This is an optimization exercise on Yosys and OpenROAD, whose aim is small area and a short achievable clock period, not a production implementation.
RTL that was checked went through simulation tests only; none was proved equivalent to the original.
No functional check of the RTL was part of run 2.
Power figures rest on the tool's default switching activity, not on a simulated workload.

==> flow/design.v, too long to show whole: its modules and the start of the top module <==
// module incline_sat: 7 lines
// module desiredDrive: 392 lines
// module desiredDrive_reg: 836 lines
module desiredDrive_reg(
    input clk, rst_n,
    input [11:0] avg_torque,
    input [4:0] cadence,
    input not_pedaling,
    input [12:0] incline,
    input [2:0] scale,
    output logic [11:0] target_curr
);
  // ...
==> flow/flow/run.sh <==
#!/bin/bash
# Layout flow: the standard flow (standard.sh), with these changes:
#  - synthesis: Yosys's generic "synth -run fine:" step skips its early ABC
#    pass (-noabc), so that extract_fa sees the RTL's full adders as written
#    (without the input/output inversions that pass puts around them), and
#    extract_fa looks for full adders only (EXTRACT_FA_ARGS); the rest of
#    synthesis (dfflibmap, the final ABC mapping, flatten, renaming) is as in
#    the standard flow's synthesis;
#  - the port buffers are PORT_BUF cells;
#  - ORFS's timing repair aims for SETUP_SLACK_MARGIN ns of setup slack.
# The SDC, the clock period and every other step are the standard flow's.
set -euo pipefail
HERE=$(pwd)
EXTRACT_FA_ARGS=""
SETUP_MARGIN=6.5
PORT_BUF=sky130_fd_sc_hd__buf_1
# ORFS's synth.tcl with the changes
sed -e 's/synth -top \$::env(DESIGN_NAME) -run fine: {\*}\$synth_full_args/synth -top $::env(DESIGN_NAME) -run fine: -noabc {*}$synth_full_args/' \
    -e "s/extract_fa {\*}\[dont_use_extract_fa_args\]/extract_fa $EXTRACT_FA_ARGS/" \
    "$FLOW_HOME/scripts/synth.tcl" > "$HERE/synth_changed.tcl"
grep -q -- '-run fine: -noabc' "$HERE/synth_changed.tcl"
grep -q -- "^ *extract_fa $EXTRACT_FA_ARGS\$" "$HERE/synth_changed.tcl"
# The standard flow's synthesis wrapper, sourcing the changed synth.tcl
sed "s#source \$::env(SCRIPTS_DIR)/synth.tcl#source $HERE/synth_changed.tcl#" synth_recipe.tcl > "$HERE/flow_synth.tcl"
grep -q "source $HERE/synth_changed.tcl" "$HERE/flow_synth.tcl"
# The standard.sh, pointed at that wrapper
sed "s#SYNTH_SCRIPT=[^ ]*#SYNTH_SCRIPT=$HERE/flow_synth.tcl#" standard.sh > "$HERE/flow_standard.sh"
grep -q "SYNTH_SCRIPT=$HERE/flow_synth.tcl" "$HERE/flow_standard.sh"
bash "$HERE/flow_standard.sh" SETUP_SLACK_MARGIN=$SETUP_MARGIN \
    "BUFFER_PORTS_ARGS=-buffer_cell $PORT_BUF" finish > "$HERE/flow_make.log" 2>&1
==> flow/standard.sh <==
#!/bin/bash
# synth_recipe.tcl (not shown) runs the flow's synth.tcl, then flattens the netlist and writes it again
# the make line also repeats each setting of config.mk as NAME=value (left out here)
make -C /OpenROAD-flow-scripts/flow DESIGN_CONFIG=/design/flow/config.mk WORK_HOME=/design/flow/orfs CLKGATE_MAP_FILE= SYNTH_SCRIPT=/design/flow/synth_recipe.tcl "${@:-finish}"
==> flow/config.mk <==
export PLATFORM = sky130hd
export DESIGN_NAME = desiredDrive_reg
export DESIGN_NICKNAME = desiredDrive_reg
export VERILOG_FILES = /design/flow/design.v
export SDC_FILE = /design/flow/constraint.sdc
export NUM_CORES = 4
export LEC_CHECK = 0
export CAP_MARGIN = 20
export CORE_MARGIN = 2
export CORE_UTILIZATION = 40
export SLEW_MARGIN = 20
==> flow/constraint.sdc <==
create_clock -name core_clock -period 13.0 [get_ports {clk}]
set_input_delay 2.6000 -clock core_clock [delete_from_list [all_inputs] [get_ports {clk}]]
set_output_delay 2.6000 -clock core_clock [all_outputs]
set_load 0.01 [all_outputs]
==> impl_metrics.json, run 1 <==
{
  "required_ns": 13.18,
  "viasPerCell": 5.14,
  "final.setup_skew_ns": 0.0110,
  "finalNetCount": 1202,
  "root_buffer": "clkbuf_16",
  "grt_util_met1_pct": 26.8,
  "place_area_mm2": 0.00978,
  "multi_input_area_mm2": 0.00825,
  "drtAntennaViolNets": 0,
  "yosys_warnings": 1,
  "nWellTaps": 313,
  "slowest_stage": "fa_1",
  "reg2reg_depth": 15,
  "seq_power_share_pct": 21.5,
  "seq_cells": 42,
  "timing.final.crit_period_ns": 6.37,
  "finalNonFillerCells": 1194,
  "dr.pass1.iters": 5,
  "worstSetupPathDepth": 15,
  "outcome": "complete, no violations",
  "wl_per_cell_um": 17.6,
  "pg_seq_uw": 302,
  "worstSetupPathType": "in2reg",
  "synth_fa_ha_area_share_pct": 55.4,
  "met2_usage_pct": 33.1,
  "min_to": "target_curr[11]",
  "min_from": "ts_r[14]",
  "area_share_nonclk_buffers_pct": 2.13,
  "p_comb_uw": 961,
  "pg_clk_uw": 143,
  "synth_top_flop_cell": "dfrtp_1",
  "busiest_layer": "met2",
  "num_vias": 6136,
  "yosys.area.top_type": "fa_1",
  "hp-class": "reg2reg",
  "pin_count": 48,
  "max_stage_delay_ns": 0.55,
  "drc": 0,
  "die_w_um": 157,
  "max_slew_margin_pct": 54.8,
  "clock_area_share_pct": 1.68,
  "cts_resized": 4,
  "port_buffers": 47
}
==> module desiredDrive_reg, before the edit <==
module desiredDrive_reg(
    input clk, rst_n,
    input [11:0] avg_torque,
    input [4:0] cadence,
    input not_pedaling,
    input [12:0] incline,
    input [2:0] scale,
    output logic [11:0] target_curr
);
logic [14:0] ts_nxt, ic_nxt;
logic [14:0] ts_r, ic_r;
desiredDrive iDD(.avg_torque(avg_torque), .cadence(cadence), .not_pedaling(not_pedaling),
                 .incline(incline), .scale(scale), .ts_prod(ts_nxt), .ic_prod(ic_nxt));
always_ff @(posedge clk, negedge rst_n) begin
    if (!rst_n)
        ts_r <= 15'h0000;
    else
        ts_r <= ts_nxt;
end
always_ff @(posedge clk)
    ic_r <= ic_nxt;
wire b_p1 = ts_r[0] & ic_r[0];
wire b_p2 = ts_r[0] & ic_r[1];
wire b_p3 = ts_r[0] & ic_r[2];
wire b_p4 = ts_r[0] & ic_r[3];
wire b_p5 = ts_r[0] & ic_r[4];
wire b_p6 = ts_r[0] & ic_r[5];
wire b_p7 = ts_r[0] & ic_r[6];
wire b_p8 = ts_r[0] & ic_r[7];
wire b_p9 = ts_r[0] & ic_r[8];
wire b_p10 = ts_r[0] & ic_r[9];
wire b_p11 = ts_r[0] & ic_r[10];
wire b_p12 = ts_r[0] & ic_r[11];
wire b_p13 = ts_r[0] & ic_r[12];
wire b_p14 = ts_r[0] & ic_r[13];
wire b_p15 = ts_r[0] & ic_r[14];
wire b_p16 = ts_r[1] & ic_r[0];
wire b_p17 = ts_r[1] & ic_r[1];
wire b_p18 = ts_r[1] & ic_r[2];
wire b_p19 = ts_r[1] & ic_r[3];
wire b_p20 = ts_r[1] & ic_r[4];
wire b_p21 = ts_r[1] & ic_r[5];
wire b_p22 = ts_r[1] & ic_r[6];
wire b_p23 = ts_r[1] & ic_r[7];
wire b_p24 = ts_r[1] & ic_r[8];
wire b_p25 = ts_r[1] & ic_r[9];
wire b_p26 = ts_r[1] & ic_r[10];
wire b_p27 = ts_r[1] & ic_r[11];
wire b_p28 = ts_r[1] & ic_r[12];
wire b_p29 = ts_r[1] & ic_r[13];
wire b_p30 = ts_r[1] & ic_r[14];
wire b_p31 = ts_r[2] & ic_r[0];
wire b_p32 = ts_r[2] & ic_r[1];
wire b_p33 = ts_r[2] & ic_r[2];
wire b_p34 = ts_r[2] & ic_r[3];
wire b_p35 = ts_r[2] & ic_r[4];
wire b_p36 = ts_r[2] & ic_r[5];
wire b_p37 = ts_r[2] & ic_r[6];
wire b_p38 = ts_r[2] & ic_r[7];
wire b_p39 = ts_r[2] & ic_r[8];
wire b_p40 = ts_r[2] & ic_r[9];
wire b_p41 = ts_r[2] & ic_r[10];
wire b_p42 = ts_r[2] & ic_r[11];
wire b_p43 = ts_r[2] & ic_r[12];
wire b_p44 = ts_r[2] & ic_r[13];
wire b_p45 = ts_r[2] & ic_r[14];
wire b_p46 = ts_r[3] & ic_r[0];
wire b_p47 = ts_r[3] & ic_r[1];
wire b_p48 = ts_r[3] & ic_r[2];
wire b_p49 = ts_r[3] & ic_r[3];
wire b_p50 = ts_r[3] & ic_r[4];
wire b_p51 = ts_r[3] & ic_r[5];
wire b_p52 = ts_r[3] & ic_r[6];
wire b_p53 = ts_r[3] & ic_r[7];
wire b_p54 = ts_r[3] & ic_r[8];
wire b_p55 = ts_r[3] & ic_r[9];
wire b_p56 = ts_r[3] & ic_r[10];
wire b_p57 = ts_r[3] & ic_r[11];
wire b_p58 = ts_r[3] & ic_r[12];
wire b_p59 = ts_r[3] & ic_r[13];
wire b_p60 = ts_r[3] & ic_r[14];
wire b_p61 = ts_r[4] & ic_r[0];
wire b_p62 = ts_r[4] & ic_r[1];
wire b_p63 = ts_r[4] & ic_r[2];
wire b_p64 = ts_r[4] & ic_r[3];
wire b_p65 = ts_r[4] & ic_r[4];
wire b_p66 = ts_r[4] & ic_r[5];
wire b_p67 = ts_r[4] & ic_r[6];
wire b_p68 = ts_r[4] & ic_r[7];
wire b_p69 = ts_r[4] & ic_r[8];
wire b_p70 = ts_r[4] & ic_r[9];
wire b_p71 = ts_r[4] & ic_r[10];
wire b_p72 = ts_r[4] & ic_r[11];
wire b_p73 = ts_r[4] & ic_r[12];
wire b_p74 = ts_r[4] & ic_r[13];
wire b_p75 = ts_r[4] & ic_r[14];
wire b_p76 = ts_r[5] & ic_r[0];
wire b_p77 = ts_r[5] & ic_r[1];
wire b_p78 = ts_r[5] & ic_r[2];
wire b_p79 = ts_r[5] & ic_r[3];
wire b_p80 = ts_r[5] & ic_r[4];
wire b_p81 = ts_r[5] & ic_r[5];
wire b_p82 = ts_r[5] & ic_r[6];
wire b_p83 = ts_r[5] & ic_r[7];
wire b_p84 = ts_r[5] & ic_r[8];
wire b_p85 = ts_r[5] & ic_r[9];
wire b_p86 = ts_r[5] & ic_r[10];
wire b_p87 = ts_r[5] & ic_r[11];
wire b_p88 = ts_r[5] & ic_r[12];
wire b_p89 = ts_r[5] & ic_r[13];
wire b_p90 = ts_r[5] & ic_r[14];
wire b_p91 = ts_r[6] & ic_r[0];
wire b_p92 = ts_r[6] & ic_r[1];
wire b_p93 = ts_r[6] & ic_r[2];
wire b_p94 = ts_r[6] & ic_r[3];
wire b_p95 = ts_r[6] & ic_r[4];
wire b_p96 = ts_r[6] & ic_r[5];
wire b_p97 = ts_r[6] & ic_r[6];
wire b_p98 = ts_r[6] & ic_r[7];
wire b_p99 = ts_r[6] & ic_r[8];
wire b_p100 = ts_r[6] & ic_r[9];
wire b_p101 = ts_r[6] & ic_r[10];
wire b_p102 = ts_r[6] & ic_r[11];
wire b_p103 = ts_r[6] & ic_r[12];
wire b_p104 = ts_r[6] & ic_r[13];
wire b_p105 = ts_r[6] & ic_r[14];
wire b_p106 = ts_r[7] & ic_r[0];
wire b_p107 = ts_r[7] & ic_r[1];
wire b_p108 = ts_r[7] & ic_r[2];
wire b_p109 = ts_r[7] & ic_r[3];
wire b_p110 = ts_r[7] & ic_r[4];
wire b_p111 = ts_r[7] & ic_r[5];
wire b_p112 = ts_r[7] & ic_r[6];
wire b_p113 = ts_r[7] & ic_r[7];
wire b_p114 = ts_r[7] & ic_r[8];
wire b_p115 = ts_r[7] & ic_r[9];
wire b_p116 = ts_r[7] & ic_r[10];
wire b_p117 = ts_r[7] & ic_r[11];
wire b_p118 = ts_r[7] & ic_r[12];
wire b_p119 = ts_r[7] & ic_r[13];
wire b_p120 = ts_r[7] & ic_r[14];
wire b_p121 = ts_r[8] & ic_r[0];
wire b_p122 = ts_r[8] & ic_r[1];
wire b_p123 = ts_r[8] & ic_r[2];
wire b_p124 = ts_r[8] & ic_r[3];
wire b_p125 = ts_r[8] & ic_r[4];
wire b_p126 = ts_r[8] & ic_r[5];
wire b_p127 = ts_r[8] & ic_r[6];
wire b_p128 = ts_r[8] & ic_r[7];
wire b_p129 = ts_r[8] & ic_r[8];
wire b_p130 = ts_r[8] & ic_r[9];
wire b_p131 = ts_r[8] & ic_r[10];
wire b_p132 = ts_r[8] & ic_r[11];
wire b_p133 = ts_r[8] & ic_r[12];
wire b_p134 = ts_r[8] & ic_r[13];
wire b_p135 = ts_r[8] & ic_r[14];
wire b_p136 = ts_r[9] & ic_r[0];
wire b_p137 = ts_r[9] & ic_r[1];
wire b_p138 = ts_r[9] & ic_r[2];
wire b_p139 = ts_r[9] & ic_r[3];
wire b_p140 = ts_r[9] & ic_r[4];
wire b_p141 = ts_r[9] & ic_r[5];
wire b_p142 = ts_r[9] & ic_r[6];
wire b_p143 = ts_r[9] & ic_r[7];
wire b_p144 = ts_r[9] & ic_r[8];
wire b_p145 = ts_r[9] & ic_r[9];
wire b_p146 = ts_r[9] & ic_r[10];
wire b_p147 = ts_r[9] & ic_r[11];
wire b_p148 = ts_r[9] & ic_r[12];
wire b_p149 = ts_r[9] & ic_r[13];
wire b_p150 = ts_r[9] & ic_r[14];
wire b_p151 = ts_r[10] & ic_r[0];
wire b_p152 = ts_r[10] & ic_r[1];
wire b_p153 = ts_r[10] & ic_r[2];
wire b_p154 = ts_r[10] & ic_r[3];
wire b_p155 = ts_r[10] & ic_r[4];
wire b_p156 = ts_r[10] & ic_r[5];
wire b_p157 = ts_r[10] & ic_r[6];
wire b_p158 = ts_r[10] & ic_r[7];
wire b_p159 = ts_r[10] & ic_r[8];
wire b_p160 = ts_r[10] & ic_r[9];
wire b_p161 = ts_r[10] & ic_r[10];
wire b_p162 = ts_r[10] & ic_r[11];
wire b_p163 = ts_r[10] & ic_r[12];
wire b_p164 = ts_r[10] & ic_r[13];
wire b_p165 = ts_r[10] & ic_r[14];
wire b_p166 = ts_r[11] & ic_r[0];
wire b_p167 = ts_r[11] & ic_r[1];
wire b_p168 = ts_r[11] & ic_r[2];
wire b_p169 = ts_r[11] & ic_r[3];
wire b_p170 = ts_r[11] & ic_r[4];
wire b_p171 = ts_r[11] & ic_r[5];
wire b_p172 = ts_r[11] & ic_r[6];
wire b_p173 = ts_r[11] & ic_r[7];
wire b_p174 = ts_r[11] & ic_r[8];
wire b_p175 = ts_r[11] & ic_r[9];
wire b_p176 = ts_r[11] & ic_r[10];
wire b_p177 = ts_r[11] & ic_r[11];
wire b_p178 = ts_r[11] & ic_r[12];
wire b_p179 = ts_r[11] & ic_r[13];
wire b_p180 = ts_r[11] & ic_r[14];
wire b_p181 = ts_r[12] & ic_r[0];
wire b_p182 = ts_r[12] & ic_r[1];
wire b_p183 = ts_r[12] & ic_r[2];
wire b_p184 = ts_r[12] & ic_r[3];
wire b_p185 = ts_r[12] & ic_r[4];
wire b_p186 = ts_r[12] & ic_r[5];
wire b_p187 = ts_r[12] & ic_r[6];
wire b_p188 = ts_r[12] & ic_r[7];
wire b_p189 = ts_r[12] & ic_r[8];
wire b_p190 = ts_r[12] & ic_r[9];
wire b_p191 = ts_r[12] & ic_r[10];
wire b_p192 = ts_r[12] & ic_r[11];
wire b_p193 = ts_r[12] & ic_r[12];
wire b_p194 = ts_r[12] & ic_r[13];
wire b_p195 = ts_r[12] & ic_r[14];
wire b_p196 = ts_r[13] & ic_r[0];
wire b_p197 = ts_r[13] & ic_r[1];
wire b_p198 = ts_r[13] & ic_r[2];
wire b_p199 = ts_r[13] & ic_r[3];
wire b_p200 = ts_r[13] & ic_r[4];
wire b_p201 = ts_r[13] & ic_r[5];
wire b_p202 = ts_r[13] & ic_r[6];
wire b_p203 = ts_r[13] & ic_r[7];
wire b_p204 = ts_r[13] & ic_r[8];
wire b_p205 = ts_r[13] & ic_r[9];
wire b_p206 = ts_r[13] & ic_r[10];
wire b_p207 = ts_r[13] & ic_r[11];
wire b_p208 = ts_r[13] & ic_r[12];
wire b_p209 = ts_r[13] & ic_r[13];
wire b_p210 = ts_r[13] & ic_r[14];
wire b_p211 = ts_r[14] & ic_r[0];
wire b_p212 = ts_r[14] & ic_r[1];
wire b_p213 = ts_r[14] & ic_r[2];
wire b_p214 = ts_r[14] & ic_r[3];
wire b_p215 = ts_r[14] & ic_r[4];
wire b_p216 = ts_r[14] & ic_r[5];
wire b_p217 = ts_r[14] & ic_r[6];
wire b_p218 = ts_r[14] & ic_r[7];
wire b_p219 = ts_r[14] & ic_r[8];
wire b_p220 = ts_r[14] & ic_r[9];
wire b_p221 = ts_r[14] & ic_r[10];
wire b_p222 = ts_r[14] & ic_r[11];
wire b_p223 = ts_r[14] & ic_r[12];
wire b_p224 = ts_r[14] & ic_r[13];
wire b_p225 = ts_r[14] & ic_r[14];
wire b_s226 = b_p14 ^ b_p28;
wire b_c227 = b_p14 & b_p28;
wire b_s228 = b_p15 ^ b_p29 ^ b_p43;
wire b_c229 = (b_p15 & b_p29) | (b_p15 & b_p43) | (b_p29 & b_p43);
wire b_s230 = b_p57 ^ b_p71;
wire b_c231 = b_p57 & b_p71;
wire b_s232 = b_p30 ^ b_p44 ^ b_p58;
wire b_c233 = (b_p30 & b_p44) | (b_p30 & b_p58) | (b_p44 & b_p58);
wire b_s234 = b_p72 ^ b_p86;
wire b_c235 = b_p72 & b_p86;
wire b_s236 = b_p45 ^ b_p59 ^ b_p73;
wire b_c237 = (b_p45 & b_p59) | (b_p45 & b_p73) | (b_p59 & b_p73);
wire b_s238 = b_p10 ^ b_p24;
wire b_c239 = b_p10 & b_p24;
wire b_s240 = b_p11 ^ b_p25 ^ b_p39;
wire b_c241 = (b_p11 & b_p25) | (b_p11 & b_p39) | (b_p25 & b_p39);
wire b_s242 = b_p53 ^ b_p67;
wire b_c243 = b_p53 & b_p67;
wire b_s244 = b_p12 ^ b_p26 ^ b_p40;
wire b_c245 = (b_p12 & b_p26) | (b_p12 & b_p40) | (b_p26 & b_p40);
wire b_s246 = b_p54 ^ b_p68 ^ b_p82;
wire b_c247 = (b_p54 & b_p68) | (b_p54 & b_p82) | (b_p68 & b_p82);
wire b_s248 = b_p96 ^ b_p110;
wire b_c249 = b_p96 & b_p110;
wire b_s250 = b_p13 ^ b_p27 ^ b_p41;
wire b_c251 = (b_p13 & b_p27) | (b_p13 & b_p41) | (b_p27 & b_p41);
wire b_s252 = b_p55 ^ b_p69 ^ b_p83;
wire b_c253 = (b_p55 & b_p69) | (b_p55 & b_p83) | (b_p69 & b_p83);
wire b_s254 = b_p97 ^ b_p111 ^ b_p125;
wire b_c255 = (b_p97 & b_p111) | (b_p97 & b_p125) | (b_p111 & b_p125);
wire b_s256 = b_p139 ^ b_p153;
wire b_c257 = b_p139 & b_p153;
wire b_s258 = b_p42 ^ b_p56 ^ b_p70;
wire b_c259 = (b_p42 & b_p56) | (b_p42 & b_p70) | (b_p56 & b_p70);
wire b_s260 = b_p84 ^ b_p98 ^ b_p112;
wire b_c261 = (b_p84 & b_p98) | (b_p84 & b_p112) | (b_p98 & b_p112);
wire b_s262 = b_p126 ^ b_p140 ^ b_p154;
wire b_c263 = (b_p126 & b_p140) | (b_p126 & b_p154) | (b_p140 & b_p154);
wire b_s264 = b_p168 ^ b_p182 ^ b_p196;
wire b_c265 = (b_p168 & b_p182) | (b_p168 & b_p196) | (b_p182 & b_p196);
wire b_s266 = b_p85 ^ b_p99 ^ b_p113;
wire b_c267 = (b_p85 & b_p99) | (b_p85 & b_p113) | (b_p99 & b_p113);
wire b_s268 = b_p127 ^ b_p141 ^ b_p155;
wire b_c269 = (b_p127 & b_p141) | (b_p127 & b_p155) | (b_p141 & b_p155);
wire b_s270 = b_p169 ^ b_p183 ^ b_p197;
wire b_c271 = (b_p169 & b_p183) | (b_p169 & b_p197) | (b_p183 & b_p197);
wire b_s272 = b_p211 ^ b_c227 ^ b_s228;
wire b_c273 = (b_p211 & b_c227) | (b_p211 & b_s228) | (b_c227 & b_s228);
wire b_s274 = b_p100 ^ b_p114 ^ b_p128;
wire b_c275 = (b_p100 & b_p114) | (b_p100 & b_p128) | (b_p114 & b_p128);
wire b_s276 = b_p142 ^ b_p156 ^ b_p170;
wire b_c277 = (b_p142 & b_p156) | (b_p142 & b_p170) | (b_p156 & b_p170);
wire b_s278 = b_p184 ^ b_p198 ^ b_p212;
wire b_c279 = (b_p184 & b_p198) | (b_p184 & b_p212) | (b_p198 & b_p212);
wire b_s280 = b_c229 ^ b_c231 ^ b_s232;
wire b_c281 = (b_c229 & b_c231) | (b_c229 & b_s232) | (b_c231 & b_s232);
wire b_s282 = b_p87 ^ b_p101 ^ b_p115;
wire b_c283 = (b_p87 & b_p101) | (b_p87 & b_p115) | (b_p101 & b_p115);
wire b_s284 = b_p129 ^ b_p143 ^ b_p157;
wire b_c285 = (b_p129 & b_p143) | (b_p129 & b_p157) | (b_p143 & b_p157);
wire b_s286 = b_p171 ^ b_p185 ^ b_p199;
wire b_c287 = (b_p171 & b_p185) | (b_p171 & b_p199) | (b_p185 & b_p199);
wire b_s288 = b_p213 ^ b_c233 ^ b_c235;
wire b_c289 = (b_p213 & b_c233) | (b_p213 & b_c235) | (b_c233 & b_c235);
wire b_s290 = b_p60 ^ b_p74 ^ b_p88;
wire b_c291 = (b_p60 & b_p74) | (b_p60 & b_p88) | (b_p74 & b_p88);
wire b_s292 = b_p102 ^ b_p116 ^ b_p130;
wire b_c293 = (b_p102 & b_p116) | (b_p102 & b_p130) | (b_p116 & b_p130);
wire b_s294 = b_p144 ^ b_p158 ^ b_p172;
wire b_c295 = (b_p144 & b_p158) | (b_p144 & b_p172) | (b_p158 & b_p172);
wire b_s296 = b_p186 ^ b_p200 ^ b_p214;
wire b_c297 = (b_p186 & b_p200) | (b_p186 & b_p214) | (b_p200 & b_p214);
wire b_s298 = b_p75 ^ b_p89 ^ b_p103;
wire b_c299 = (b_p75 & b_p89) | (b_p75 & b_p103) | (b_p89 & b_p103);
wire b_s300 = b_p117 ^ b_p131 ^ b_p145;
wire b_c301 = (b_p117 & b_p131) | (b_p117 & b_p145) | (b_p131 & b_p145);
wire b_s302 = b_p159 ^ b_p173 ^ b_p187;
wire b_c303 = (b_p159 & b_p173) | (b_p159 & b_p187) | (b_p173 & b_p187);
wire b_s304 = b_p90 ^ b_p104 ^ b_p118;
wire b_c305 = (b_p90 & b_p104) | (b_p90 & b_p118) | (b_p104 & b_p118);
wire b_s306 = b_p132 ^ b_p146 ^ b_p160;
wire b_c307 = (b_p132 & b_p146) | (b_p132 & b_p160) | (b_p146 & b_p160);
wire b_s308 = b_p105 ^ b_p119 ^ b_p133;
wire b_c309 = (b_p105 & b_p119) | (b_p105 & b_p133) | (b_p119 & b_p133);
wire b_s310 = b_p7 ^ b_p21;
wire b_c311 = b_p7 & b_p21;
wire b_s312 = b_p8 ^ b_p22 ^ b_p36;
wire b_c313 = (b_p8 & b_p22) | (b_p8 & b_p36) | (b_p22 & b_p36);
wire b_s314 = b_p50 ^ b_p64;
wire b_c315 = b_p50 & b_p64;
wire b_s316 = b_p9 ^ b_p23 ^ b_p37;
wire b_c317 = (b_p9 & b_p23) | (b_p9 & b_p37) | (b_p23 & b_p37);
wire b_s318 = b_p51 ^ b_p65 ^ b_p79;
wire b_c319 = (b_p51 & b_p65) | (b_p51 & b_p79) | (b_p65 & b_p79);
wire b_s320 = b_p93 ^ b_p107;
wire b_c321 = b_p93 & b_p107;
wire b_s322 = b_p38 ^ b_p52 ^ b_p66;
wire b_c323 = (b_p38 & b_p52) | (b_p38 & b_p66) | (b_p52 & b_p66);
wire b_s324 = b_p80 ^ b_p94 ^ b_p108;
wire b_c325 = (b_p80 & b_p94) | (b_p80 & b_p108) | (b_p94 & b_p108);
wire b_s326 = b_p122 ^ b_p136 ^ b_s238;
wire b_c327 = (b_p122 & b_p136) | (b_p122 & b_s238) | (b_p136 & b_s238);
wire b_s328 = b_p81 ^ b_p95 ^ b_p109;
wire b_c329 = (b_p81 & b_p95) | (b_p81 & b_p109) | (b_p95 & b_p109);
wire b_s330 = b_p123 ^ b_p137 ^ b_p151;
wire b_c331 = (b_p123 & b_p137) | (b_p123 & b_p151) | (b_p137 & b_p151);
wire b_s332 = b_c239 ^ b_s240 ^ b_s242;
wire b_c333 = (b_c239 & b_s240) | (b_c239 & b_s242) | (b_s240 & b_s242);
wire b_s334 = b_p124 ^ b_p138 ^ b_p152;
wire b_c335 = (b_p124 & b_p138) | (b_p124 & b_p152) | (b_p138 & b_p152);
wire b_s336 = b_p166 ^ b_c241 ^ b_c243;
wire b_c337 = (b_p166 & b_c241) | (b_p166 & b_c243) | (b_c241 & b_c243);
wire b_s338 = b_s244 ^ b_s246 ^ b_s248;
wire b_c339 = (b_s244 & b_s246) | (b_s244 & b_s248) | (b_s246 & b_s248);
wire b_s340 = b_p167 ^ b_p181 ^ b_c245;
wire b_c341 = (b_p167 & b_p181) | (b_p167 & b_c245) | (b_p181 & b_c245);
wire b_s342 = b_c247 ^ b_c249 ^ b_s250;
wire b_c343 = (b_c247 & b_c249) | (b_c247 & b_s250) | (b_c249 & b_s250);
wire b_s344 = b_s252 ^ b_s254 ^ b_s256;
wire b_c345 = (b_s252 & b_s254) | (b_s252 & b_s256) | (b_s254 & b_s256);
wire b_s346 = b_s226 ^ b_c251 ^ b_c253;
wire b_c347 = (b_s226 & b_c251) | (b_s226 & b_c253) | (b_c251 & b_c253);
wire b_s348 = b_c255 ^ b_c257 ^ b_s258;
wire b_c349 = (b_c255 & b_c257) | (b_c255 & b_s258) | (b_c257 & b_s258);
wire b_s350 = b_s260 ^ b_s262 ^ b_s264;
wire b_c351 = (b_s260 & b_s262) | (b_s260 & b_s264) | (b_s262 & b_s264);
wire b_s352 = b_s230 ^ b_c259 ^ b_c261;
wire b_c353 = (b_s230 & b_c259) | (b_s230 & b_c261) | (b_c259 & b_c261);
wire b_s354 = b_c263 ^ b_c265 ^ b_s266;
wire b_c355 = (b_c263 & b_c265) | (b_c263 & b_s266) | (b_c265 & b_s266);
wire b_s356 = b_s268 ^ b_s270 ^ b_s272;
wire b_c357 = (b_s268 & b_s270) | (b_s268 & b_s272) | (b_s270 & b_s272);
wire b_s358 = b_s234 ^ b_c267 ^ b_c269;
wire b_c359 = (b_s234 & b_c267) | (b_s234 & b_c269) | (b_c267 & b_c269);
wire b_s360 = b_c271 ^ b_c273 ^ b_s274;
wire b_c361 = (b_c271 & b_c273) | (b_c271 & b_s274) | (b_c273 & b_s274);
wire b_s362 = b_s276 ^ b_s278 ^ b_s280;
wire b_c363 = (b_s276 & b_s278) | (b_s276 & b_s280) | (b_s278 & b_s280);
wire b_s364 = b_s236 ^ b_c275 ^ b_c277;
wire b_c365 = (b_s236 & b_c275) | (b_s236 & b_c277) | (b_c275 & b_c277);
wire b_s366 = b_c279 ^ b_c281 ^ b_s282;
wire b_c367 = (b_c279 & b_c281) | (b_c279 & b_s282) | (b_c281 & b_s282);
wire b_s368 = b_s284 ^ b_s286 ^ b_s288;
wire b_c369 = (b_s284 & b_s286) | (b_s284 & b_s288) | (b_s286 & b_s288);
wire b_s370 = b_c237 ^ b_c283 ^ b_c285;
wire b_c371 = (b_c237 & b_c283) | (b_c237 & b_c285) | (b_c283 & b_c285);
wire b_s372 = b_c287 ^ b_c289 ^ b_s290;
wire b_c373 = (b_c287 & b_c289) | (b_c287 & b_s290) | (b_c289 & b_s290);
wire b_s374 = b_s292 ^ b_s294 ^ b_s296;
wire b_c375 = (b_s292 & b_s294) | (b_s292 & b_s296) | (b_s294 & b_s296);
wire b_s376 = b_p201 ^ b_p215 ^ b_c291;
wire b_c377 = (b_p201 & b_p215) | (b_p201 & b_c291) | (b_p215 & b_c291);
wire b_s378 = b_c293 ^ b_c295 ^ b_c297;
wire b_c379 = (b_c293 & b_c295) | (b_c293 & b_c297) | (b_c295 & b_c297);
wire b_s380 = b_s298 ^ b_s300 ^ b_s302;
wire b_c381 = (b_s298 & b_s300) | (b_s298 & b_s302) | (b_s300 & b_s302);
wire b_s382 = b_p174 ^ b_p188 ^ b_p202;
wire b_c383 = (b_p174 & b_p188) | (b_p174 & b_p202) | (b_p188 & b_p202);
wire b_s384 = b_p216 ^ b_c299 ^ b_c301;
wire b_c385 = (b_p216 & b_c299) | (b_p216 & b_c301) | (b_c299 & b_c301);
wire b_s386 = b_c303 ^ b_s304 ^ b_s306;
wire b_c387 = (b_c303 & b_s304) | (b_c303 & b_s306) | (b_s304 & b_s306);
wire b_s388 = b_p147 ^ b_p161 ^ b_p175;
wire b_c389 = (b_p147 & b_p161) | (b_p147 & b_p175) | (b_p161 & b_p175);
wire b_s390 = b_p189 ^ b_p203 ^ b_p217;
wire b_c391 = (b_p189 & b_p203) | (b_p189 & b_p217) | (b_p203 & b_p217);
wire b_s392 = b_c305 ^ b_c307 ^ b_s308;
wire b_c393 = (b_c305 & b_c307) | (b_c305 & b_s308) | (b_c307 & b_s308);
wire b_s394 = b_p120 ^ b_p134 ^ b_p148;
wire b_c395 = (b_p120 & b_p134) | (b_p120 & b_p148) | (b_p134 & b_p148);
wire b_s396 = b_p162 ^ b_p176 ^ b_p190;
wire b_c397 = (b_p162 & b_p176) | (b_p162 & b_p190) | (b_p176 & b_p190);
wire b_s398 = b_p204 ^ b_p218 ^ b_c309;
wire b_c399 = (b_p204 & b_p218) | (b_p204 & b_c309) | (b_p218 & b_c309);
wire b_s400 = b_p135 ^ b_p149 ^ b_p163;
wire b_c401 = (b_p135 & b_p149) | (b_p135 & b_p163) | (b_p149 & b_p163);
wire b_s402 = b_p177 ^ b_p191 ^ b_p205;
wire b_c403 = (b_p177 & b_p191) | (b_p177 & b_p205) | (b_p191 & b_p205);
wire b_s404 = b_p150 ^ b_p164 ^ b_p178;
wire b_c405 = (b_p150 & b_p164) | (b_p150 & b_p178) | (b_p164 & b_p178);
wire b_s406 = b_p5 ^ b_p19;
wire b_c407 = b_p5 & b_p19;
wire b_s408 = b_p6 ^ b_p20 ^ b_p34;
wire b_c409 = (b_p6 & b_p20) | (b_p6 & b_p34) | (b_p20 & b_p34);
wire b_s410 = b_p48 ^ b_p62;
wire b_c411 = b_p48 & b_p62;
wire b_s412 = b_p35 ^ b_p49 ^ b_p63;
wire b_c413 = (b_p35 & b_p49) | (b_p35 & b_p63) | (b_p49 & b_p63);
wire b_s414 = b_p77 ^ b_p91 ^ b_s310;
wire b_c415 = (b_p77 & b_p91) | (b_p77 & b_s310) | (b_p91 & b_s310);
wire b_s416 = b_p78 ^ b_p92 ^ b_p106;
wire b_c417 = (b_p78 & b_p92) | (b_p78 & b_p106) | (b_p92 & b_p106);
wire b_s418 = b_c311 ^ b_s312 ^ b_s314;
wire b_c419 = (b_c311 & b_s312) | (b_c311 & b_s314) | (b_s312 & b_s314);
wire b_s420 = b_p121 ^ b_c313 ^ b_c315;
wire b_c421 = (b_p121 & b_c313) | (b_p121 & b_c315) | (b_c313 & b_c315);
wire b_s422 = b_s316 ^ b_s318 ^ b_s320;
wire b_c423 = (b_s316 & b_s318) | (b_s316 & b_s320) | (b_s318 & b_s320);
wire b_s424 = b_c317 ^ b_c319 ^ b_c321;
wire b_c425 = (b_c317 & b_c319) | (b_c317 & b_c321) | (b_c319 & b_c321);
wire b_s426 = b_s322 ^ b_s324 ^ b_s326;
wire b_c427 = (b_s322 & b_s324) | (b_s322 & b_s326) | (b_s324 & b_s326);
wire b_s428 = b_c323 ^ b_c325 ^ b_c327;
wire b_c429 = (b_c323 & b_c325) | (b_c323 & b_c327) | (b_c325 & b_c327);
wire b_s430 = b_s328 ^ b_s330 ^ b_s332;
wire b_c431 = (b_s328 & b_s330) | (b_s328 & b_s332) | (b_s330 & b_s332);
wire b_s432 = b_c329 ^ b_c331 ^ b_c333;
wire b_c433 = (b_c329 & b_c331) | (b_c329 & b_c333) | (b_c331 & b_c333);
wire b_s434 = b_s334 ^ b_s336 ^ b_s338;
wire b_c435 = (b_s334 & b_s336) | (b_s334 & b_s338) | (b_s336 & b_s338);
wire b_s436 = b_c335 ^ b_c337 ^ b_c339;
wire b_c437 = (b_c335 & b_c337) | (b_c335 & b_c339) | (b_c337 & b_c339);
wire b_s438 = b_s340 ^ b_s342 ^ b_s344;
wire b_c439 = (b_s340 & b_s342) | (b_s340 & b_s344) | (b_s342 & b_s344);
wire b_s440 = b_c341 ^ b_c343 ^ b_c345;
wire b_c441 = (b_c341 & b_c343) | (b_c341 & b_c345) | (b_c343 & b_c345);
wire b_s442 = b_s346 ^ b_s348 ^ b_s350;
wire b_c443 = (b_s346 & b_s348) | (b_s346 & b_s350) | (b_s348 & b_s350);
wire b_s444 = b_c347 ^ b_c349 ^ b_c351;
wire b_c445 = (b_c347 & b_c349) | (b_c347 & b_c351) | (b_c349 & b_c351);
wire b_s446 = b_s352 ^ b_s354 ^ b_s356;
wire b_c447 = (b_s352 & b_s354) | (b_s352 & b_s356) | (b_s354 & b_s356);
wire b_s448 = b_c353 ^ b_c355 ^ b_c357;
wire b_c449 = (b_c353 & b_c355) | (b_c353 & b_c357) | (b_c355 & b_c357);
wire b_s450 = b_s358 ^ b_s360 ^ b_s362;
wire b_c451 = (b_s358 & b_s360) | (b_s358 & b_s362) | (b_s360 & b_s362);
wire b_s452 = b_c359 ^ b_c361 ^ b_c363;
wire b_c453 = (b_c359 & b_c361) | (b_c359 & b_c363) | (b_c361 & b_c363);
wire b_s454 = b_s364 ^ b_s366 ^ b_s368;
wire b_c455 = (b_s364 & b_s366) | (b_s364 & b_s368) | (b_s366 & b_s368);
wire b_s456 = b_c365 ^ b_c367 ^ b_c369;
wire b_c457 = (b_c365 & b_c367) | (b_c365 & b_c369) | (b_c367 & b_c369);
wire b_s458 = b_s370 ^ b_s372 ^ b_s374;
wire b_c459 = (b_s370 & b_s372) | (b_s370 & b_s374) | (b_s372 & b_s374);
wire b_s460 = b_c371 ^ b_c373 ^ b_c375;
wire b_c461 = (b_c371 & b_c373) | (b_c371 & b_c375) | (b_c373 & b_c375);
wire b_s462 = b_s376 ^ b_s378 ^ b_s380;
wire b_c463 = (b_s376 & b_s378) | (b_s376 & b_s380) | (b_s378 & b_s380);
wire b_s464 = b_c377 ^ b_c379 ^ b_c381;
wire b_c465 = (b_c377 & b_c379) | (b_c377 & b_c381) | (b_c379 & b_c381);
wire b_s466 = b_s382 ^ b_s384 ^ b_s386;
wire b_c467 = (b_s382 & b_s384) | (b_s382 & b_s386) | (b_s384 & b_s386);
wire b_s468 = b_c383 ^ b_c385 ^ b_c387;
wire b_c469 = (b_c383 & b_c385) | (b_c383 & b_c387) | (b_c385 & b_c387);
wire b_s470 = b_s388 ^ b_s390 ^ b_s392;
wire b_c471 = (b_s388 & b_s390) | (b_s388 & b_s392) | (b_s390 & b_s392);
wire b_s472 = b_c389 ^ b_c391 ^ b_c393;
wire b_c473 = (b_c389 & b_c391) | (b_c389 & b_c393) | (b_c391 & b_c393);
wire b_s474 = b_s394 ^ b_s396 ^ b_s398;
wire b_c475 = (b_s394 & b_s396) | (b_s394 & b_s398) | (b_s396 & b_s398);
wire b_s476 = b_p219 ^ b_c395 ^ b_c397;
wire b_c477 = (b_p219 & b_c395) | (b_p219 & b_c397) | (b_c395 & b_c397);
wire b_s478 = b_c399 ^ b_s400 ^ b_s402;
wire b_c479 = (b_c399 & b_s400) | (b_c399 & b_s402) | (b_s400 & b_s402);
wire b_s480 = b_p192 ^ b_p206 ^ b_p220;
wire b_c481 = (b_p192 & b_p206) | (b_p192 & b_p220) | (b_p206 & b_p220);
wire b_s482 = b_c401 ^ b_c403 ^ b_s404;
wire b_c483 = (b_c401 & b_c403) | (b_c401 & b_s404) | (b_c403 & b_s404);
wire b_s484 = b_p165 ^ b_p179 ^ b_p193;
wire b_c485 = (b_p165 & b_p179) | (b_p165 & b_p193) | (b_p179 & b_p193);
wire b_s486 = b_p207 ^ b_p221 ^ b_c405;
wire b_c487 = (b_p207 & b_p221) | (b_p207 & b_c405) | (b_p221 & b_c405);
wire b_s488 = b_p180 ^ b_p194 ^ b_p208;
wire b_c489 = (b_p180 & b_p194) | (b_p180 & b_p208) | (b_p194 & b_p208);
wire b_s490 = b_p4 ^ b_p18;
wire b_c491 = b_p4 & b_p18;
wire b_s492 = b_p33 ^ b_p47 ^ b_p61;
wire b_c493 = (b_p33 & b_p47) | (b_p33 & b_p61) | (b_p47 & b_p61);
wire b_s494 = b_p76 ^ b_c407 ^ b_s408;
wire b_c495 = (b_p76 & b_c407) | (b_p76 & b_s408) | (b_c407 & b_s408);
wire b_s496 = b_c409 ^ b_c411 ^ b_s412;
wire b_c497 = (b_c409 & b_c411) | (b_c409 & b_s412) | (b_c411 & b_s412);
wire b_s498 = b_c413 ^ b_c415 ^ b_s416;
wire b_c499 = (b_c413 & b_c415) | (b_c413 & b_s416) | (b_c415 & b_s416);
wire b_s500 = b_c417 ^ b_c419 ^ b_s420;
wire b_c501 = (b_c417 & b_c419) | (b_c417 & b_s420) | (b_c419 & b_s420);
wire b_s502 = b_c421 ^ b_c423 ^ b_s424;
wire b_c503 = (b_c421 & b_c423) | (b_c421 & b_s424) | (b_c423 & b_s424);
wire b_s504 = b_c425 ^ b_c427 ^ b_s428;
wire b_c505 = (b_c425 & b_c427) | (b_c425 & b_s428) | (b_c427 & b_s428);
wire b_s506 = b_c429 ^ b_c431 ^ b_s432;
wire b_c507 = (b_c429 & b_c431) | (b_c429 & b_s432) | (b_c431 & b_s432);
wire b_s508 = b_c433 ^ b_c435 ^ b_s436;
wire b_c509 = (b_c433 & b_c435) | (b_c433 & b_s436) | (b_c435 & b_s436);
wire b_s510 = b_c437 ^ b_c439 ^ b_s440;
wire b_c511 = (b_c437 & b_c439) | (b_c437 & b_s440) | (b_c439 & b_s440);
wire b_s512 = b_c441 ^ b_c443 ^ b_s444;
wire b_c513 = (b_c441 & b_c443) | (b_c441 & b_s444) | (b_c443 & b_s444);
wire b_s514 = b_c445 ^ b_c447 ^ b_s448;
wire b_c515 = (b_c445 & b_c447) | (b_c445 & b_s448) | (b_c447 & b_s448);
wire b_s516 = b_c449 ^ b_c451 ^ b_s452;
wire b_c517 = (b_c449 & b_c451) | (b_c449 & b_s452) | (b_c451 & b_s452);
wire b_s518 = b_c453 ^ b_c455 ^ b_s456;
wire b_c519 = (b_c453 & b_c455) | (b_c453 & b_s456) | (b_c455 & b_s456);
wire b_s520 = b_c457 ^ b_c459 ^ b_s460;
wire b_c521 = (b_c457 & b_c459) | (b_c457 & b_s460) | (b_c459 & b_s460);
wire b_s522 = b_c461 ^ b_c463 ^ b_s464;
wire b_c523 = (b_c461 & b_c463) | (b_c461 & b_s464) | (b_c463 & b_s464);
wire b_s524 = b_c465 ^ b_c467 ^ b_s468;
wire b_c525 = (b_c465 & b_c467) | (b_c465 & b_s468) | (b_c467 & b_s468);
wire b_s526 = b_c469 ^ b_c471 ^ b_s472;
wire b_c527 = (b_c469 & b_c471) | (b_c469 & b_s472) | (b_c471 & b_s472);
wire b_s528 = b_c473 ^ b_c475 ^ b_s476;
wire b_c529 = (b_c473 & b_c475) | (b_c473 & b_s476) | (b_c475 & b_s476);
wire b_s530 = b_c477 ^ b_c479 ^ b_s480;
wire b_c531 = (b_c477 & b_c479) | (b_c477 & b_s480) | (b_c479 & b_s480);
wire b_s532 = b_c481 ^ b_c483 ^ b_s484;
wire b_c533 = (b_c481 & b_c483) | (b_c481 & b_s484) | (b_c483 & b_s484);
wire b_s534 = b_p222 ^ b_c485 ^ b_c487;
wire b_c535 = (b_p222 & b_c485) | (b_p222 & b_c487) | (b_c485 & b_c487);
wire b_s536 = b_p195 ^ b_p209 ^ b_p223;
wire b_c537 = (b_p195 & b_p209) | (b_p195 & b_p223) | (b_p209 & b_p223);
wire b_s538 = b_p3 ^ b_p17;
wire b_c539 = b_p3 & b_p17;
wire b_s540 = b_p32 ^ b_p46 ^ b_s490;
wire b_c541 = (b_p32 & b_p46) | (b_p32 & b_s490) | (b_p46 & b_s490);
wire b_s542 = b_s406 ^ b_c491 ^ b_s492;
wire b_c543 = (b_s406 & b_c491) | (b_s406 & b_s492) | (b_c491 & b_s492);
wire b_s544 = b_s410 ^ b_c493 ^ b_s494;
wire b_c545 = (b_s410 & b_c493) | (b_s410 & b_s494) | (b_c493 & b_s494);
wire b_s546 = b_s414 ^ b_c495 ^ b_s496;
wire b_c547 = (b_s414 & b_c495) | (b_s414 & b_s496) | (b_c495 & b_s496);
wire b_s548 = b_s418 ^ b_c497 ^ b_s498;
wire b_c549 = (b_s418 & b_c497) | (b_s418 & b_s498) | (b_c497 & b_s498);
wire b_s550 = b_s422 ^ b_c499 ^ b_s500;
wire b_c551 = (b_s422 & b_c499) | (b_s422 & b_s500) | (b_c499 & b_s500);
wire b_s552 = b_s426 ^ b_c501 ^ b_s502;
wire b_c553 = (b_s426 & b_c501) | (b_s426 & b_s502) | (b_c501 & b_s502);
wire b_s554 = b_s430 ^ b_c503 ^ b_s504;
wire b_c555 = (b_s430 & b_c503) | (b_s430 & b_s504) | (b_c503 & b_s504);
wire b_s556 = b_s434 ^ b_c505 ^ b_s506;
wire b_c557 = (b_s434 & b_c505) | (b_s434 & b_s506) | (b_c505 & b_s506);
wire b_s558 = b_s438 ^ b_c507 ^ b_s508;
wire b_c559 = (b_s438 & b_c507) | (b_s438 & b_s508) | (b_c507 & b_s508);
wire b_s560 = b_s442 ^ b_c509 ^ b_s510;
wire b_c561 = (b_s442 & b_c509) | (b_s442 & b_s510) | (b_c509 & b_s510);
wire b_s562 = b_s446 ^ b_c511 ^ b_s512;
wire b_c563 = (b_s446 & b_c511) | (b_s446 & b_s512) | (b_c511 & b_s512);
wire b_s564 = b_s450 ^ b_c513 ^ b_s514;
wire b_c565 = (b_s450 & b_c513) | (b_s450 & b_s514) | (b_c513 & b_s514);
wire b_s566 = b_s454 ^ b_c515 ^ b_s516;
wire b_c567 = (b_s454 & b_c515) | (b_s454 & b_s516) | (b_c515 & b_s516);
wire b_s568 = b_s458 ^ b_c517 ^ b_s518;
wire b_c569 = (b_s458 & b_c517) | (b_s458 & b_s518) | (b_c517 & b_s518);
wire b_s570 = b_s462 ^ b_c519 ^ b_s520;
wire b_c571 = (b_s462 & b_c519) | (b_s462 & b_s520) | (b_c519 & b_s520);
wire b_s572 = b_s466 ^ b_c521 ^ b_s522;
wire b_c573 = (b_s466 & b_c521) | (b_s466 & b_s522) | (b_c521 & b_s522);
wire b_s574 = b_s470 ^ b_c523 ^ b_s524;
wire b_c575 = (b_s470 & b_c523) | (b_s470 & b_s524) | (b_c523 & b_s524);
wire b_s576 = b_s474 ^ b_c525 ^ b_s526;
wire b_c577 = (b_s474 & b_c525) | (b_s474 & b_s526) | (b_c525 & b_s526);
wire b_s578 = b_s478 ^ b_c527 ^ b_s528;
wire b_c579 = (b_s478 & b_c527) | (b_s478 & b_s528) | (b_c527 & b_s528);
wire b_s580 = b_s482 ^ b_c529 ^ b_s530;
wire b_c581 = (b_s482 & b_c529) | (b_s482 & b_s530) | (b_c529 & b_s530);
wire b_s582 = b_s486 ^ b_c531 ^ b_s532;
wire b_c583 = (b_s486 & b_c531) | (b_s486 & b_s532) | (b_c531 & b_s532);
wire b_s584 = b_s488 ^ b_c533 ^ b_s534;
wire b_c585 = (b_s488 & b_c533) | (b_s488 & b_s534) | (b_c533 & b_s534);
wire b_s586 = b_c489 ^ b_c535 ^ b_s536;
wire b_c587 = (b_c489 & b_c535) | (b_c489 & b_s536) | (b_c535 & b_s536);
wire b_s588 = b_p210 ^ b_p224 ^ b_c537;
wire b_c589 = (b_p210 & b_p224) | (b_p210 & b_c537) | (b_p224 & b_c537);
wire b_g590 = b_p1 & 1'b0;
wire b_g591 = b_p2 & b_p16;
wire b_g592 = b_p31 & b_s538;
wire b_g593 = b_c539 & b_s540;
wire b_g594 = b_c541 & b_s542;
wire b_g595 = b_c543 & b_s544;
wire b_g596 = b_c545 & b_s546;
wire b_g597 = b_c547 & b_s548;
wire b_g598 = b_c549 & b_s550;
wire b_g599 = b_c551 & b_s552;
wire b_g600 = b_c553 & b_s554;
wire b_g601 = b_c555 & b_s556;
wire b_g602 = b_c557 & b_s558;
wire b_g603 = b_c559 & b_s560;
wire b_g604 = b_c561 & b_s562;
wire b_g605 = b_c563 & b_s564;
wire b_g606 = b_c565 & b_s566;
wire b_g607 = b_c567 & b_s568;
wire b_g608 = b_c569 & b_s570;
wire b_g609 = b_c571 & b_s572;
wire b_g610 = b_c573 & b_s574;
wire b_g611 = b_c575 & b_s576;
wire b_g612 = b_c577 & b_s578;
wire b_g613 = b_c579 & b_s580;
wire b_g614 = b_c581 & b_s582;
wire b_g615 = b_c583 & b_s584;
wire b_g616 = b_c585 & b_s586;
wire b_g617 = b_c587 & b_s588;
wire b_g618 = b_p225 & b_c589;
wire b_g619 = 1'b0 & 1'b0;
wire b_h620 = b_p1 ^ 1'b0;
wire b_h621 = b_p2 ^ b_p16;
wire b_h622 = b_p31 ^ b_s538;
wire b_h623 = b_c539 ^ b_s540;
wire b_h624 = b_c541 ^ b_s542;
wire b_h625 = b_c543 ^ b_s544;
wire b_h626 = b_c545 ^ b_s546;
wire b_h627 = b_c547 ^ b_s548;
wire b_h628 = b_c549 ^ b_s550;
wire b_h629 = b_c551 ^ b_s552;
wire b_h630 = b_c553 ^ b_s554;
wire b_h631 = b_c555 ^ b_s556;
wire b_h632 = b_c557 ^ b_s558;
wire b_h633 = b_c559 ^ b_s560;
wire b_h634 = b_c561 ^ b_s562;
wire b_h635 = b_c563 ^ b_s564;
wire b_h636 = b_c565 ^ b_s566;
wire b_h637 = b_c567 ^ b_s568;
wire b_h638 = b_c569 ^ b_s570;
wire b_h639 = b_c571 ^ b_s572;
wire b_h640 = b_c573 ^ b_s574;
wire b_h641 = b_c575 ^ b_s576;
wire b_h642 = b_c577 ^ b_s578;
wire b_h643 = b_c579 ^ b_s580;
wire b_h644 = b_c581 ^ b_s582;
wire b_h645 = b_c583 ^ b_s584;
wire b_h646 = b_c585 ^ b_s586;
wire b_h647 = b_c587 ^ b_s588;
wire b_h648 = b_p225 ^ b_c589;
wire b_h649 = 1'b0 ^ 1'b0;
wire b_G650 = b_g591 | (b_h621 & b_g590);
wire b_P651 = b_h621 & b_h620;
wire b_G652 = b_g593 | (b_h623 & b_g592);
wire b_P653 = b_h623 & b_h622;
wire b_G654 = b_g595 | (b_h625 & b_g594);
wire b_P655 = b_h625 & b_h624;
wire b_G656 = b_g597 | (b_h627 & b_g596);
wire b_P657 = b_h627 & b_h626;
wire b_G658 = b_g599 | (b_h629 & b_g598);
wire b_P659 = b_h629 & b_h628;
wire b_G660 = b_g601 | (b_h631 & b_g600);
wire b_P661 = b_h631 & b_h630;
wire b_G662 = b_g603 | (b_h633 & b_g602);
wire b_P663 = b_h633 & b_h632;
wire b_G664 = b_g605 | (b_h635 & b_g604);
wire b_P665 = b_h635 & b_h634;
wire b_G666 = b_g607 | (b_h637 & b_g606);
wire b_P667 = b_h637 & b_h636;
wire b_G668 = b_g609 | (b_h639 & b_g608);
wire b_P669 = b_h639 & b_h638;
wire b_G670 = b_g611 | (b_h641 & b_g610);
wire b_P671 = b_h641 & b_h640;
wire b_G672 = b_g613 | (b_h643 & b_g612);
wire b_P673 = b_h643 & b_h642;
wire b_G674 = b_g615 | (b_h645 & b_g614);
wire b_P675 = b_h645 & b_h644;
wire b_G676 = b_g617 | (b_h647 & b_g616);
wire b_P677 = b_h647 & b_h646;
wire b_G678 = b_g619 | (b_h649 & b_g618);
wire b_P679 = b_h649 & b_h648;
wire b_G680 = b_g592 | (b_h622 & b_G650);
wire b_P681 = b_h622 & b_P651;
wire b_G682 = b_G652 | (b_P653 & b_G650);
wire b_P683 = b_P653 & b_P651;
wire b_G684 = b_g596 | (b_h626 & b_G654);
wire b_P685 = b_h626 & b_P655;
wire b_G686 = b_G656 | (b_P657 & b_G654);
wire b_P687 = b_P657 & b_P655;
wire b_G688 = b_g600 | (b_h630 & b_G658);
wire b_P689 = b_h630 & b_P659;
wire b_G690 = b_G660 | (b_P661 & b_G658);
wire b_P691 = b_P661 & b_P659;
wire b_G692 = b_g604 | (b_h634 & b_G662);
wire b_P693 = b_h634 & b_P663;
wire b_G694 = b_G664 | (b_P665 & b_G662);
wire b_P695 = b_P665 & b_P663;
wire b_G696 = b_g608 | (b_h638 & b_G666);
wire b_P697 = b_h638 & b_P667;
wire b_G698 = b_G668 | (b_P669 & b_G666);
wire b_P699 = b_P669 & b_P667;
wire b_G700 = b_g612 | (b_h642 & b_G670);
wire b_P701 = b_h642 & b_P671;
wire b_G702 = b_G672 | (b_P673 & b_G670);
wire b_P703 = b_P673 & b_P671;
wire b_G704 = b_g616 | (b_h646 & b_G674);
wire b_P705 = b_h646 & b_P675;
wire b_G706 = b_G676 | (b_P677 & b_G674);
wire b_P707 = b_P677 & b_P675;
wire b_G708 = b_g594 | (b_h624 & b_G682);
wire b_P709 = b_h624 & b_P683;
wire b_G710 = b_G654 | (b_P655 & b_G682);
wire b_P711 = b_P655 & b_P683;
wire b_G712 = b_G684 | (b_P685 & b_G682);
wire b_P713 = b_P685 & b_P683;
wire b_G714 = b_G686 | (b_P687 & b_G682);
wire b_P715 = b_P687 & b_P683;
wire b_G716 = b_g602 | (b_h632 & b_G690);
wire b_P717 = b_h632 & b_P691;
wire b_G718 = b_G662 | (b_P663 & b_G690);
wire b_P719 = b_P663 & b_P691;
wire b_G720 = b_G692 | (b_P693 & b_G690);
wire b_P721 = b_P693 & b_P691;
wire b_G722 = b_G694 | (b_P695 & b_G690);
wire b_P723 = b_P695 & b_P691;
wire b_G724 = b_g610 | (b_h640 & b_G698);
wire b_P725 = b_h640 & b_P699;
wire b_G726 = b_G670 | (b_P671 & b_G698);
wire b_P727 = b_P671 & b_P699;
wire b_G728 = b_G700 | (b_P701 & b_G698);
wire b_P729 = b_P701 & b_P699;
wire b_G730 = b_G702 | (b_P703 & b_G698);
wire b_P731 = b_P703 & b_P699;
wire b_G732 = b_g618 | (b_h648 & b_G706);
wire b_P733 = b_h648 & b_P707;
wire b_G734 = b_G678 | (b_P679 & b_G706);
wire b_P735 = b_P679 & b_P707;
wire b_G736 = b_g598 | (b_h628 & b_G714);
wire b_P737 = b_h628 & b_P715;
wire b_G738 = b_G658 | (b_P659 & b_G714);
wire b_P739 = b_P659 & b_P715;
wire b_G740 = b_G688 | (b_P689 & b_G714);
wire b_P741 = b_P689 & b_P715;
wire b_G742 = b_G690 | (b_P691 & b_G714);
wire b_P743 = b_P691 & b_P715;
wire b_G744 = b_G716 | (b_P717 & b_G714);
wire b_P745 = b_P717 & b_P715;
wire b_G746 = b_G718 | (b_P719 & b_G714);
wire b_P747 = b_P719 & b_P715;
wire b_G748 = b_G720 | (b_P721 & b_G714);
wire b_P749 = b_P721 & b_P715;
wire b_G750 = b_G722 | (b_P723 & b_G714);
wire b_P751 = b_P723 & b_P715;
wire b_G752 = b_g614 | (b_h644 & b_G730);
wire b_P753 = b_h644 & b_P731;
wire b_G754 = b_G674 | (b_P675 & b_G730);
wire b_P755 = b_P675 & b_P731;
wire b_G756 = b_G704 | (b_P705 & b_G730);
wire b_P757 = b_P705 & b_P731;
wire b_G758 = b_G706 | (b_P707 & b_G730);
wire b_P759 = b_P707 & b_P731;
wire b_G760 = b_G732 | (b_P733 & b_G730);
wire b_P761 = b_P733 & b_P731;
wire b_G762 = b_G734 | (b_P735 & b_G730);
wire b_P763 = b_P735 & b_P731;
wire b_G764 = b_g606 | (b_h636 & b_G750);
wire b_P765 = b_h636 & b_P751;
wire b_G766 = b_G666 | (b_P667 & b_G750);
wire b_P767 = b_P667 & b_P751;
wire b_G768 = b_G696 | (b_P697 & b_G750);
wire b_P769 = b_P697 & b_P751;
wire b_G770 = b_G698 | (b_P699 & b_G750);
wire b_P771 = b_P699 & b_P751;
wire b_G772 = b_G724 | (b_P725 & b_G750);
wire b_P773 = b_P725 & b_P751;
wire b_G774 = b_G726 | (b_P727 & b_G750);
wire b_P775 = b_P727 & b_P751;
wire b_G776 = b_G728 | (b_P729 & b_G750);
wire b_P777 = b_P729 & b_P751;
wire b_G778 = b_G730 | (b_P731 & b_G750);
wire b_P779 = b_P731 & b_P751;
wire b_G780 = b_G752 | (b_P753 & b_G750);
wire b_P781 = b_P753 & b_P751;
wire b_G782 = b_G754 | (b_P755 & b_G750);
wire b_P783 = b_P755 & b_P751;
wire b_G784 = b_G756 | (b_P757 & b_G750);
wire b_P785 = b_P757 & b_P751;
wire b_G786 = b_G758 | (b_P759 & b_G750);
wire b_P787 = b_P759 & b_P751;
wire b_G788 = b_G760 | (b_P761 & b_G750);
wire b_P789 = b_P761 & b_P751;
wire b_G790 = b_G762 | (b_P763 & b_G750);
wire b_P791 = b_P763 & b_P751;
wire b_o792 = b_h635 ^ b_G748;
wire b_o793 = b_h636 ^ b_G750;
wire b_o794 = b_h637 ^ b_G764;
wire b_o795 = b_h638 ^ b_G766;
wire b_o796 = b_h639 ^ b_G768;
wire b_o797 = b_h640 ^ b_G770;
wire b_o798 = b_h641 ^ b_G772;
wire b_o799 = b_h642 ^ b_G774;
wire b_o800 = b_h643 ^ b_G776;
wire b_o801 = b_h644 ^ b_G778;
wire b_o802 = b_h645 ^ b_G780;
wire b_o803 = b_h646 ^ b_G782;
wire b_o804 = b_h647 ^ b_G784;
wire b_o805 = b_h648 ^ b_G786;
wire b_o806 = b_h649 ^ b_G788;
logic [14:0] prod_hi;
assign prod_hi = {b_o806, b_o805, b_o804, b_o803, b_o802, b_o801, b_o800, b_o799, b_o798, b_o797, b_o796, b_o795, b_o794, b_o793, b_o792};
always_ff @(posedge clk, negedge rst_n) begin
    if (!rst_n)
        target_curr <= 12'h000;
    else
        target_curr <= (|prod_hi[14:12]) ? 12'hFFF : prod_hi[11:0];
end
endmodule
==> run 2, diff against run 1 <==
--- a/flow/design.v
+++ b/flow/design.v
@@ -408,15 +408,18 @@
 );
 logic [14:0] ts_nxt, ic_nxt;
-logic [14:0] ts_r, ic_r;
+logic [14:0] ts_rn, ic_rn;
 desiredDrive iDD(.avg_torque(avg_torque), .cadence(cadence), .not_pedaling(not_pedaling),
                  .incline(incline), .scale(scale), .ts_prod(ts_nxt), .ic_prod(ic_nxt));
 always_ff @(posedge clk, negedge rst_n) begin
     if (!rst_n)
-        ts_r <= 15'h0000;
+        ts_rn <= 15'h7FFF;
     else
-        ts_r <= ts_nxt;
+        ts_rn <= ~ts_nxt;
 end
 always_ff @(posedge clk)
-    ic_r <= ic_nxt;
+    ic_rn <= ~ic_nxt;
+logic [14:0] ts_r, ic_r;
+assign ts_r = ~ts_rn;
+assign ic_r = ~ic_rn;
 wire b_p1 = ts_r[0] & ic_r[0];
 wire b_p2 = ts_r[0] & ic_r[1];
--- a/flow/flow/run.sh
+++ b/flow/flow/run.sh
@@ -13,5 +13,5 @@
 HERE=$(pwd)
 EXTRACT_FA_ARGS=""
-SETUP_MARGIN=6.5
+SETUP_MARGIN=6.8
 PORT_BUF=sky130_fd_sc_hd__buf_1
 # ORFS's synth.tcl with the changes
==> run 2 against run 1 <==
Still clean on timing, DRC and antenna. Clock-buffer cell count shrank 1. First-iteration DRC count up 51%. Sequential cell count is the same. Register-to-register slack better by 0.29 ns. Cell count fell by 1.9%. Largest cell class unchanged. Largest power group unchanged. Highest routed layer unchanged.
==> impl_metrics.json, run 2 <==
{
  "outcome": "complete, no violations",
  "grt_use_total_pct": 18.5,
  "synthArstFlopShare_pct": 64.3,
  "yosys.area.top_type": "fa_1",
  "worstSetupPathType": "in2reg",
  "synthToLayoutAreaGrowth_pct": 9.27,
  "synth_edf_count": 0,
  "die_w_um": 152,
  "layout_commonest_cell": "nor2_1",
  "netlist_instances": 858,
  "syn-cell-area_mm2": 0.00882,
  "path_max_fanout": 7,
  "synth_top_area_share_pct": 47.9,
  "cap_violations": 0,
  "timing.final.crit_period_ns": 6.18,
  "layout_common_cells": "nor2_1, fa_1, ha_1, buf_1, and2_1",
  "m1WireLength_um": 8590,
  "drc": 0,
  "num_vias": 6294,
  "port_buffers": 47,
  "synth.most_common_cell": "nor2_1",
  "placed_cells": 1153,
  "clkPwrFrac_pct": 9.5,
  "rows": 54,
  "wl_per_cell_um": 17.4,
  "wl_met2_um": 10700,
  "postCtsHoldBufs": 0,
  "die_area_mm2": 0.0233,
  "max_clock_freq_mhz": 162,
  "clk_latency_ns": 0.30,
  "synth_seq_cells": 42,
  "grt_max_degree": 28,
  "path_clk_slew_ns": 0.07,
  "fin_crit_sh_pct": 47.6,
  "cts_inserted_buffers": 5,
  "tns_ns": 0,
  "dr.pass1.iters": 7,
  "finalNonFillerCells": 1171,
  "finalHoldViolations": 0,
  "synth_top_flop_cell": "dfxtp_1",
  "gp_congestion": 0.811,
  "drtAntennaViolNets": 0,
  "rsz0062_at_grt": "true",
  "grt_pass1_wl_um": 34400,
  "synthTopCellsByArea": "fa_1, nor2_1, ha_1, dfstp_2, dfrtp_1",
  "dp_hpwl_um": 15700,
  "largestRegisters": "ic_rn (15), ts_rn (15), target_curr (12)",
  "arrival_ns": 6.39,
  "drt_iter0_markers": 362,
  "htree_levels": 2,
  "cts_buffer_depth": 2,
  "cts_sinks": 42,
  "synth.net_count": 1180,
  "final.setup_skew_ns": 0.00581,
  "synth_common_cells": "nor2_1, fa_1, ha_1",
  "grt_pass1_vias": 6733,
  "leakagePower_nw": 4.86,
  "dr_wl_met3_um": 834,
  "grt_overflow": 0,
  "top_layer_used": "met4",
  "hp-class": "reg2reg",
  "seq_area_frac_synth_pct": 11.3,
  "antenna_cells": 0,
  "layout_setup_ws_ns": 6.82,
  "pin_count": 48,
  "finalNetCount": 1212,
  "required_ns": 13.21,
  "synth_cell_types": 57,
  "root_buffer": "clkbuf_16",
  "cp-start-kind": "input port",
  "power_mw": 1.40,
  "viasPerCell": 5.37,
  "drive_above_1_share_pct": 8.19,
  "cp-end-kind": "register",
  "final_max_slew_viol_count": 0,
  "grt_antenna_before_repair": 0,
  "seq_power_share_pct": 22.2,
  "p_sw_share_pct": 49.7,
  "p_sw_uw": 696,
  "ir_drop_mv": 0.101,
  "syn_area_per_cell_um2": 10.3,
  "cts_tree": "done",
  "max_slew_margin_pct": 46.6,
  "finalSetupViolCount": 0,
  "yosys_warnings": 1,
  "tightestPinTransition_ns": 0.799,
  "final_util_pct": 44.3,
  "p_int_uw": 705,
  "p_per_area_mw_per_mm2": 145,
  "die_h_um": 152,
  "wirelength_um": 20300,
  "pre_cts_ws_ns": 6.36,
  "fillCellCount": 2085,
  "comb_power_share_pct": 68.2,
  "initial_core_util_pct": 40.5,
  "core_area_mm2": 0.0218
}
==> run 2: changes by cell type after synthesis, sizes merged, moves of 15 or more <==
| cell | before | now |
|---|---|---|
| nor2 | 33 | 258 |
| and2 | 270 | 44 |
| dfstp | 0 | 15 |
| dfrtp | 27 | 12 |
==> run 2: cell families after synthesis <==
logic type | count (synthesis) | synth area share [%]
buffers and inverters | 48 | 2.04
DFF | 42 | 11.3
and+or+nand+nor | 397 | 20.4
adders and majority gates | 286 | 58.5
AOI/OAI and AO/OA | 59 | 5.18
muxes | 1 | 0.114
xor gates and xnor gates | 25 | 2.48
==> run 2: path summary, 6_finish.rpt <==
path	depth (start not counted)	slack (ns)	end	from
max	15	6.82	ic_rn[8]	incline[9]
max reg2reg	15	7.25	target_curr[6]	ic_rn[14]
min in group asynchronous	1	2.36	target_curr[10]	rst_n
min reg2reg	4	0.98	target_curr[11]	ts_rn[14]
min	4	0.98	target_curr[11]	ts_rn[14]
max in group asynchronous	1	10.15	target_curr[3]	rst_n
==> run 2: power by group through the flow <==
| stage | Clock, mW | Combinational, mW | Sequential (mW) |
|---|---|---|---|
| 2_1_floorplan | 0 | 0.760 | 0.222 |
| 3_3_place_gp | 0 | 0.896 | 0.312 |
| 3_5_place_dp | 0 | 0.916 | 0.311 |
| 4_1_cts | 0.139 | 0.942 | 0.309 |
| 5_1_grt | 0.143 | 1.11 | 0.321 |
| 6_report | 0.134 | 0.956 | 0.312 |
==> run 2: metal layers <==
metal  global-route usage (%)  up-vias
met5                        0        -
li1                         -     2836
met3                     2.19       12
met2                     32.8      143
met4                     3.66        0
met1                     24.7     3303
==> run 2: timing repair <==
item,CTS,global route
resized for setup,14,18
endpoints found under the setup margin,6,10
buffers inserted,5,4
gates cloned,0,0
pin swaps,9,16
==> run 2: layout make-up <==
cell class              count  area, µm²  share of cell area [%]
clock buffers               5        125                    1.30
well taps                 280        350                    3.64
inverters                  15       56.3                   0.584
flip-flops and latches     42        995                    10.3
multi-input cells         768       7810                    81.0
repair buffers             58        275                    2.86
clock inverters             3       25.0                   0.260
==> run 2: critical path: stages <==
cell	delay (ns)
buf_6	0.10
nor4_4	0.30
nor2_4	0.10
or2_4	0.28
and2_4	0.16
fa_1	0.52
fa_1	0.43
fa_1	0.53
ha_4	0.21
o21ai_2	0.06
a21oi_2	0.06
o41a_1	0.33
buf_4	0.15
fa_2	0.52
inv_2	0.03
==> run 2: per-stage QoR <==
stage               hold slack, ns  area, µm²
floorplan                    0.763       8850
global placement             0.972       9270
detailed placement           0.975       9270
CTS                          0.990       9510
global route                  1.08       9640
finish                       0.976       9640

## static timing again, ports no longer ideal
The flow's constraints put no driver on any port. The routed layouts listed below were extracted and timed again, unchanged, in two steps. Step 1 sets driving cells, clkbuf_16 on the clock port and buf_2 on the other inputs (assumed; they add their load-dependent delay and slew). Step 2, shift: input delay + t, output delay - t, t = (earliest + latest rising clock arrival at the registers) / 2. This alone moves slack from input paths to output paths. a / b / c = no drivers / after step 1 / after step 2; a / b = the first two.
run | shift t [ns] | setup slack, ns | worst setup path at the end | latest minus earliest clock arrival (ns)
run 1 | 0.325 | 6.635 / 6.633 / 6.308 | input to register | 0.012 / 0.011
run 2 | 0.346 | 6.816 / 6.829 / 6.484 | input to register | 0.006 / 0.007
After both steps every run listed still meets setup and hold. The setup slack of run 2, which loses most, moves by +0.013 ns with the drivers and by -0.332 ns with both steps.
